Context: an optimization exercise on an open-source flow, tuned for small area, a short achievable clock period and few clock cycles per item. The choices shown serve that exercise and are no tape-out recipe. RTL that was checked went through simulation tests only; none was proved equivalent to the original. The clock port is modelled as an ideal driver, which makes a skipped or thinned clock tree look cheaper than it is; a real chip needs a root buffer or a tree. No activity file was given, so power comes from the tool's default toggle rates.

Setup of the previous run:
==> flow/design.v <==
module AEC(clk, rst, ascii_in, ready, valid, result);
input clk;
input rst;
input ready;
input [7:0] ascii_in;
output valid;
output [6:0] result;
reg c_dig, c_lp, c_rp, c_add, c_sub, c_eq;
reg [3:0] c_val;
wire a_grp = ~ascii_in[6] & ~ascii_in[4];           
wire a_num = ~ascii_in[6] &  ascii_in[4] & ~(ascii_in[3] & ascii_in[2]);
wire a_eq  = ~ascii_in[6] &  ascii_in[4] &   ascii_in[3] & ascii_in[2];
wire a_dig = ascii_in[6] | a_num;
wire [3:0] a_val = ascii_in[6] ? ascii_in[3:0] + 4'd9 : ascii_in[3:0];
always @(posedge clk) begin
    if (rst || c_eq) begin
        c_dig <= 1'b0; c_lp <= 1'b0; c_rp <= 1'b0;
        c_add <= 1'b0; c_sub <= 1'b0; c_eq <= 1'b0;
    end else begin
        c_dig <= a_dig;
        c_lp  <= a_grp & (ascii_in[2:0] == 3'b000);
        c_rp  <= a_grp & (ascii_in[2:0] == 3'b001);
        c_add <= a_grp & (ascii_in[2:0] == 3'b011);
        c_sub <= a_grp & (ascii_in[2:0] == 3'b101);
        c_eq  <= a_eq;
    end
    c_val <= a_val;
end
reg [6:0] S, M, K;
reg       triv;                  
reg [6:0] mark;                  
reg [1:0] sp;                    
reg [6:0] DS0, DS1, DS2;         
reg [6:0] DK1, DK2;              
wire [6:0] sum  = S + M;
wire [6:0] prod = M * c_val;
wire [6:0] ctxS = (sp == 2'd1) ? DS0 : (sp == 2'd2) ? DS1 : DS2;
wire [6:0] ctxK = (sp == 2'd1) ? 7'd1 : (sp == 2'd2) ? DK1 : DK2;
wire push = c_lp & ~triv;
wire pop  = c_rp & ~mark[0];
always @(posedge clk) begin
    if (rst || c_eq) begin
        S <= 7'd0;
        M <= 7'd1;
        K <= 7'd1;
        triv <= 1'b1;
        sp <= 2'd0;
    end else begin
        if (c_dig) begin
            M <= prod;
            triv <= 1'b0;
        end
        if (c_add | c_sub) begin
            S <= sum;
            M <= c_sub ? -K : K;
        end
        if (push) begin
            S <= 7'd0;
            K <= M;
            triv <= 1'b1;
            sp <= sp + 2'd1;
        end
        if (c_rp) begin
            S <= 7'd0;
            M <= sum;
            triv <= 1'b0;
        end
        if (pop) begin
            S <= ctxS;
            K <= ctxK;
            sp <= sp - 2'd1;
        end
    end
end
always @(posedge clk) begin
    if (c_lp)
        mark <= {mark[5:0], triv};
    else if (c_rp)
        mark <= {1'b0, mark[6:1]};
end
always @(posedge clk) begin
    if (push) begin
        if (sp == 2'd0) DS0 <= S;
        if (sp == 2'd1) begin DS1 <= S; DK1 <= K; end
        if (sp == 2'd2) begin DS2 <= S; DK2 <= K; end
    end
end
assign valid = c_eq;
assign result = sum;
endmodule
make LEC_CHECK=0 CAP_MARGIN=20 CORE_MARGIN=2 CORE_UTILIZATION=40 SLEW_MARGIN=20 finish   # period 10.0 ns
run.sh (not shown) runs the stock make flow with config.mk's settings and CLKGATE_MAP_FILE= SYNTH_SCRIPT=/design/flow/synth_recipe.tcl, a recipe that flattens the netlist after the stock synthesis.
The previous run: no failed stages, no open violations at the end
Testbench counts of the previous run, summed over its fixed seeds: cycles 41,688, items 4,000.
## Diff of input files: the current run against the previous run
-- flow/design.v --
<<< the previous run, line 6
output valid;
output [6:0] result;
reg c_dig, c_lp, c_rp, c_add, c_sub, c_eq;
reg [3:0] c_val;
wire a_grp = ~ascii_in[6] & ~ascii_in[4];           
wire a_num = ~ascii_in[6] &  ascii_in[4] & ~(ascii_in[3] & ascii_in[2]);
wire a_eq  = ~ascii_in[6] &  ascii_in[4] &   ascii_in[3] & ascii_in[2];
wire a_dig = ascii_in[6] | a_num;
wire [3:0] a_val = ascii_in[6] ? ascii_in[3:0] + 4'd9 : ascii_in[3:0];
always @(posedge clk) begin
    if (rst || c_eq) begin
        c_dig <= 1'b0; c_lp <= 1'b0; c_rp <= 1'b0;
        c_add <= 1'b0; c_sub <= 1'b0; c_eq <= 1'b0;
    end else begin
        c_dig <= a_dig;
        c_lp  <= a_grp & (ascii_in[2:0] == 3'b000);
        c_rp  <= a_grp & (ascii_in[2:0] == 3'b001);
        c_add <= a_grp & (ascii_in[2:0] == 3'b011);
        c_sub <= a_grp & (ascii_in[2:0] == 3'b101);
        c_eq  <= a_eq;
    end
    c_val <= a_val;
end
reg [6:0] S, M, K;
reg       triv;                  
>>> the current run, line 6
output valid;
output [6:0] result;
wire a_grp = ~ascii_in[6] & ~ascii_in[4];           
wire a_num = ~ascii_in[6] &  ascii_in[4] & ~(ascii_in[3] & ascii_in[2]);
wire c_eq  = ~ascii_in[6] &  ascii_in[4] &   ascii_in[3] & ascii_in[2];
wire c_dig = ascii_in[6] | a_num;
wire [3:0] c_val = ascii_in[6] ? ascii_in[3:0] + 4'd9 : ascii_in[3:0];
wire c_lp  = a_grp & (ascii_in[2:0] == 3'b000);
wire c_rp  = a_grp & (ascii_in[2:0] == 3'b001);
wire c_add = a_grp & (ascii_in[2:0] == 3'b011);
wire c_sub = a_grp & (ascii_in[2:0] == 3'b101);
reg [6:0] S, M, K;
reg       triv;                  
Findings:
The current run vs the previous run: power consumption down slightly
Compared the current run vs the previous run, and setup slack is down in the current run.
Lower cell count was reported by the previous run, not the current run.
On clock power, the lower figure sits with the current run, not the previous run.
The current run — proportion of total power due to net switching 5.2 points higher, the previous run as reference
Diff the previous run..the current run | relative slew slack | negligible
The current run gives less ratio of cells with drive above 1 in the final layout than the previous run did.
Re wire length after detailed routing: the previous run was higher than the current run.
No functional check of the RTL was part of the current run.

---

Another version of the RTL of AEC (not shown whole).
For scale: about 540 cells after synthesis, ~79 flip-flops, about 19 I/O pins, ~4200 sq um of cells after synthesis.
==> module AEC, before the edit <==
module AEC(clk, rst, ascii_in, ready, valid, result);
input clk;
input rst;
input ready;
input [7:0] ascii_in;
output valid;
output [6:0] result;
localparam [3:0] OP_NOP  = 4'b0000;     
localparam [3:0] OP_EQ   = 4'b0010;
localparam [3:0] OP_LP   = 4'b0001;     
localparam [3:0] OP_LPT  = 4'b0011;     
localparam [3:0] OP_RP   = 4'b0100;
localparam [3:0] OP_MUL  = 4'b0110;
localparam [3:0] OP_ADD  = 4'b1000;
localparam [3:0] OP_SUB  = 4'b1001;
reg       c_dig;
reg [3:0] c_v;
wire is_eq  = ~c_dig & (c_v == OP_EQ);
wire is_lp  = ~c_dig & ~c_v[3] & c_v[0];
wire is_lpt = ~c_dig & ~c_v[3] & c_v[1] & c_v[0];
wire is_rp  = ~c_dig & (c_v == OP_RP);
wire is_as  = ~c_dig & c_v[3];
wire is_sub = ~c_dig & c_v[3] & c_v[0];
wire is_open = ~c_dig & ~c_v[3] & ~c_v[2] & (c_v[0] | ~c_v[1]);   
wire a_grp = ~ascii_in[6] & ~ascii_in[4];           
wire a_num = ~ascii_in[6] &  ascii_in[4] & ~(ascii_in[3] & ascii_in[2]);
wire a_eq  = ~ascii_in[6] &  ascii_in[4] &   ascii_in[3] & ascii_in[2];
wire a_dig = ascii_in[6] | a_num;
wire [3:0] a_val = ascii_in[6] ? ascii_in[3:0] + 4'd9 : ascii_in[3:0];
reg  [3:0] a_op;
always @* begin
    case (ascii_in[2:0])
        3'b000:  a_op = is_open ? OP_LPT : OP_LP;
        3'b001:  a_op = OP_RP;
        3'b010:  a_op = OP_MUL;
        3'b011:  a_op = OP_ADD;
        default: a_op = OP_SUB;
    endcase
    if (!a_grp)
        a_op = a_eq ? OP_EQ : OP_NOP;
end
reg       out_v;
reg       clr;
always @(posedge clk) begin
    if (rst || is_eq) begin
        c_dig <= 1'b0;
        c_v   <= OP_NOP;
        out_v <= 1'b0;
    end else begin
        c_dig <= a_dig;
        c_v   <= a_dig ? a_val : a_op;
        out_v <= a_eq;
    end
end
reg [6:0] S, M;
reg [6:0] R;                     
reg [6:0] mark;                  
reg [1:0] sp;                    
reg [6:0] DS0, DS1, DS2;         
reg [6:0] DK1, DK2;
reg [6:0] K;
wire [6:0] ctxK = (sp == 2'd1) ? 7'd1 : (sp == 2'd2) ? DK1 : DK2;
wire [6:0] ctxS = (sp == 2'd1) ? DS0 : (sp == 2'd2) ? DS1 : DS2;
wire [6:0] pp0 = c_v[0] ? M : 7'd0;
wire [6:0] pp1 = c_v[1] ? {M[5:0], 1'b0} : 7'd0;
wire [6:0] pp2 = c_v[2] ? {M[4:0], 2'b0} : 7'd0;
wire [6:0] pp3 = c_v[3] ? {M[3:0], 3'b0} : 7'd0;
wire [6:0] prod = add7(add7(pp0, pp1), add7(pp2, pp3));
wire push = is_lp & ~is_lpt;
wire pop  = is_rp & ~mark[0];
wire [6:0] Kpm = is_sub ? -K : K;
reg  [6:0] S_n, M_n, K_n;
reg  [1:0] sp_n;
always @* begin
    S_n = S;
    M_n = M;
    K_n = K;
    sp_n = sp;
    if (clr) begin
        S_n = 7'd0;
        M_n = 7'd1;
        K_n = 7'd1;
        sp_n = 2'd0;
    end else begin
        if (c_dig)
            M_n = prod;
        if (is_as) begin
            S_n = R;
            M_n = Kpm;
        end
        if (push) begin
            S_n = 7'd0;
            K_n = M;
            sp_n = sp + 2'd1;
        end
        if (is_rp) begin
            S_n = pop ? ctxS : 7'd0;
            M_n = R;
        end
        if (pop) begin
            sp_n = sp - 2'd1;
            K_n = ctxK;
        end
    end
end
always @(posedge clk) begin
    S <= S_n;
    M <= M_n;
    K <= K_n;
    sp <= sp_n;
    R <= add7(S_n, M_n);
end
always @(posedge clk) begin
    if (is_lp)
        mark <= {mark[5:0], is_lpt};
    else if (is_rp)
        mark <= {1'b0, mark[6:1]};
end
always @(posedge clk) begin
    if (push) begin
        if (sp == 2'd0) DS0 <= S;
        if (sp == 2'd1) begin DS1 <= S; DK1 <= K; end
        if (sp == 2'd2) begin DS2 <= S; DK2 <= K; end
    end
end
always @(posedge clk)
    clr <= is_eq | rst;
assign valid = out_v;
assign result = R;
function [6:0] add7;
    input [6:0] x, y;
    integer i;
    reg c;
    begin
        c = 1'b0;
        for (i = 0; i < 7; i = i + 1) begin
            add7[i] = x[i] ^ y[i] ^ c;
            c = (x[i] & y[i]) | (c & (x[i] ^ y[i]));
        end
    end
endfunction
endmodule
==> flow/config.mk <==
export PLATFORM = sky130hd
export DESIGN_NAME = AEC
export DESIGN_NICKNAME = AEC
export VERILOG_FILES = /design/flow/design.v
export SDC_FILE = /design/flow/constraint.sdc
export NUM_CORES = 4
export LEC_CHECK = 0
export CAP_MARGIN = 20
export CORE_MARGIN = 2
export CORE_UTILIZATION = 40
export SLEW_MARGIN = 20
==> flow/constraint.sdc <==
create_clock -name core_clock -period 10.0 [get_ports {clk}]
set_input_delay 2.0000 -clock core_clock [delete_from_list [all_inputs] [get_ports {clk}]]
set_output_delay 2.0000 -clock core_clock [all_outputs]
set_load 0.01 [all_outputs]
standard.sh (not shown) runs the stock make flow with config.mk's settings and CLKGATE_MAP_FILE= SYNTH_SCRIPT=/design/flow/synth_recipe.tcl, a recipe that flattens the netlist after the stock synthesis.
==> flow/flow/run.sh <==
#!/bin/bash
# Standard ORFS layout, with:
#  - synthesis leaving adders to ABC (area script) instead of mapping them
#    onto the library's full/half-adder cells; same registers,
#  - ports buffered with buf_4 cells,
#  - a tighter setup target for repair_timing,
#  - the clock distributed by flow/cts_hook.tcl (one level of equal
#    buffers) instead of TritonCTS's two-level tree.
# Clock period and SDC are unchanged.
set -euo pipefail
bash standard.sh SETUP_SLACK_MARGIN=${MARGIN:-7.3} ADDER_MAP_FILE= ABC_AREA=1 \
  PRE_CTS_TCL=$PWD/flow/cts_hook.tcl \
  "BUFFER_PORTS_ARGS=-buffer_cell sky130_fd_sc_hd__buf_4" finish > std_flow.log 2>&1
Other scripts of this flow, unchanged in this note and not shown: flow/flow/cts_hook.tcl
Then changed:
--- a/flow/design.v
+++ b/flow/design.v
@@ -38,11 +38,11 @@
     endcase
     if (!a_grp)
         a_op = a_eq ? OP_EQ : OP_NOP;
 end
 reg       out_v;
-reg       clr;
+wire      clr = ~c_dig & (c_v == OP_NOP);
 always @(posedge clk) begin
     if (rst || is_eq) begin
         c_dig <= 1'b0;
         c_v   <= OP_NOP;
         out_v <= 1'b0;
@@ -52,11 +52,11 @@
         out_v <= a_eq;
     end
 end
 reg [6:0] S, M;
 reg [6:0] R;                     
-reg [6:0] mark;                  
+reg [5:0] mark;                  
 reg [1:0] sp;                    
 reg [6:0] DS0, DS1, DS2;         
 reg [6:0] DK1, DK2;
 reg [6:0] K;
 wire [6:0] ctxK = (sp == 2'd1) ? 7'd1 : (sp == 2'd2) ? DK1 : DK2;
@@ -110,23 +110,21 @@
     sp <= sp_n;
     R <= add7(S_n, M_n);
 end
 always @(posedge clk) begin
     if (is_lp)
-        mark <= {mark[5:0], is_lpt};
+        mark <= {mark[4:0], is_lpt};
     else if (is_rp)
-        mark <= {1'b0, mark[6:1]};
+        mark <= {1'b1, mark[5:1]};
 end
 always @(posedge clk) begin
     if (push) begin
         if (sp == 2'd0) DS0 <= S;
         if (sp == 2'd1) begin DS1 <= S; DK1 <= K; end
         if (sp == 2'd2) begin DS2 <= S; DK2 <= K; end
     end
 end
-always @(posedge clk)
-    clr <= is_eq | rst;
 assign valid = out_v;
 assign result = R;
 function [6:0] add7;
     input [6:0] x, y;
     integer i;
Outcome:
- die area came out lower slightly
- flip-flop and latch count came out lower by 2
- final cell count came out higher by a few percent
- design area came out lower slightly
- core utilization came out lower by 0.41 points
- wire length came out lower slightly
- clock power hardly moves
- setup slack improves by 13 ps
- global-route usage stays flat
- critical path depth is unchanged
- sequential power came out higher by roughly a tenth
- via count barely changes
- area after synthesis came out lower slightly
Function was not checked in any run of this note: the RTL went through the layout flow alone. In every run of this note, the design's own scripts or RTL, not TritonCTS, make the clock network.

==> static timing again, ports no longer ideal <==
The results above use ideal ports. As a check the final layouts listed here were re-extracted and re-timed, cells and wires unchanged. Step 1: set_driving_cell puts a clkbuf_16 on clk and a buf_2 on each other input, an assumption about the parent block. Step 2 also shifts input and output timing later by t, the mid clock arrival at the registers, as if the neighbouring blocks saw the same clock. a / b / c = ideal / step 1 / step 2; a / b = the first two.
run	t, ns	slack for setup (ns)	pins driven straight from the clock port
the previous run	0.379	5.200 / 5.167 / 5.546	1
the current run	0.372	4.022 / 4.031 / 3.659	1
the first run of note 2	0.225	7.327 / 7.262 / 7.140	3
the second run of note 2	0.218	7.340 / 7.280 / 7.207	3
After both steps every run listed still meets setup and hold. For the current run, which loses most, drivers alone change the setup slack by +0.009 ns; drivers and shift together by -0.363 ns.
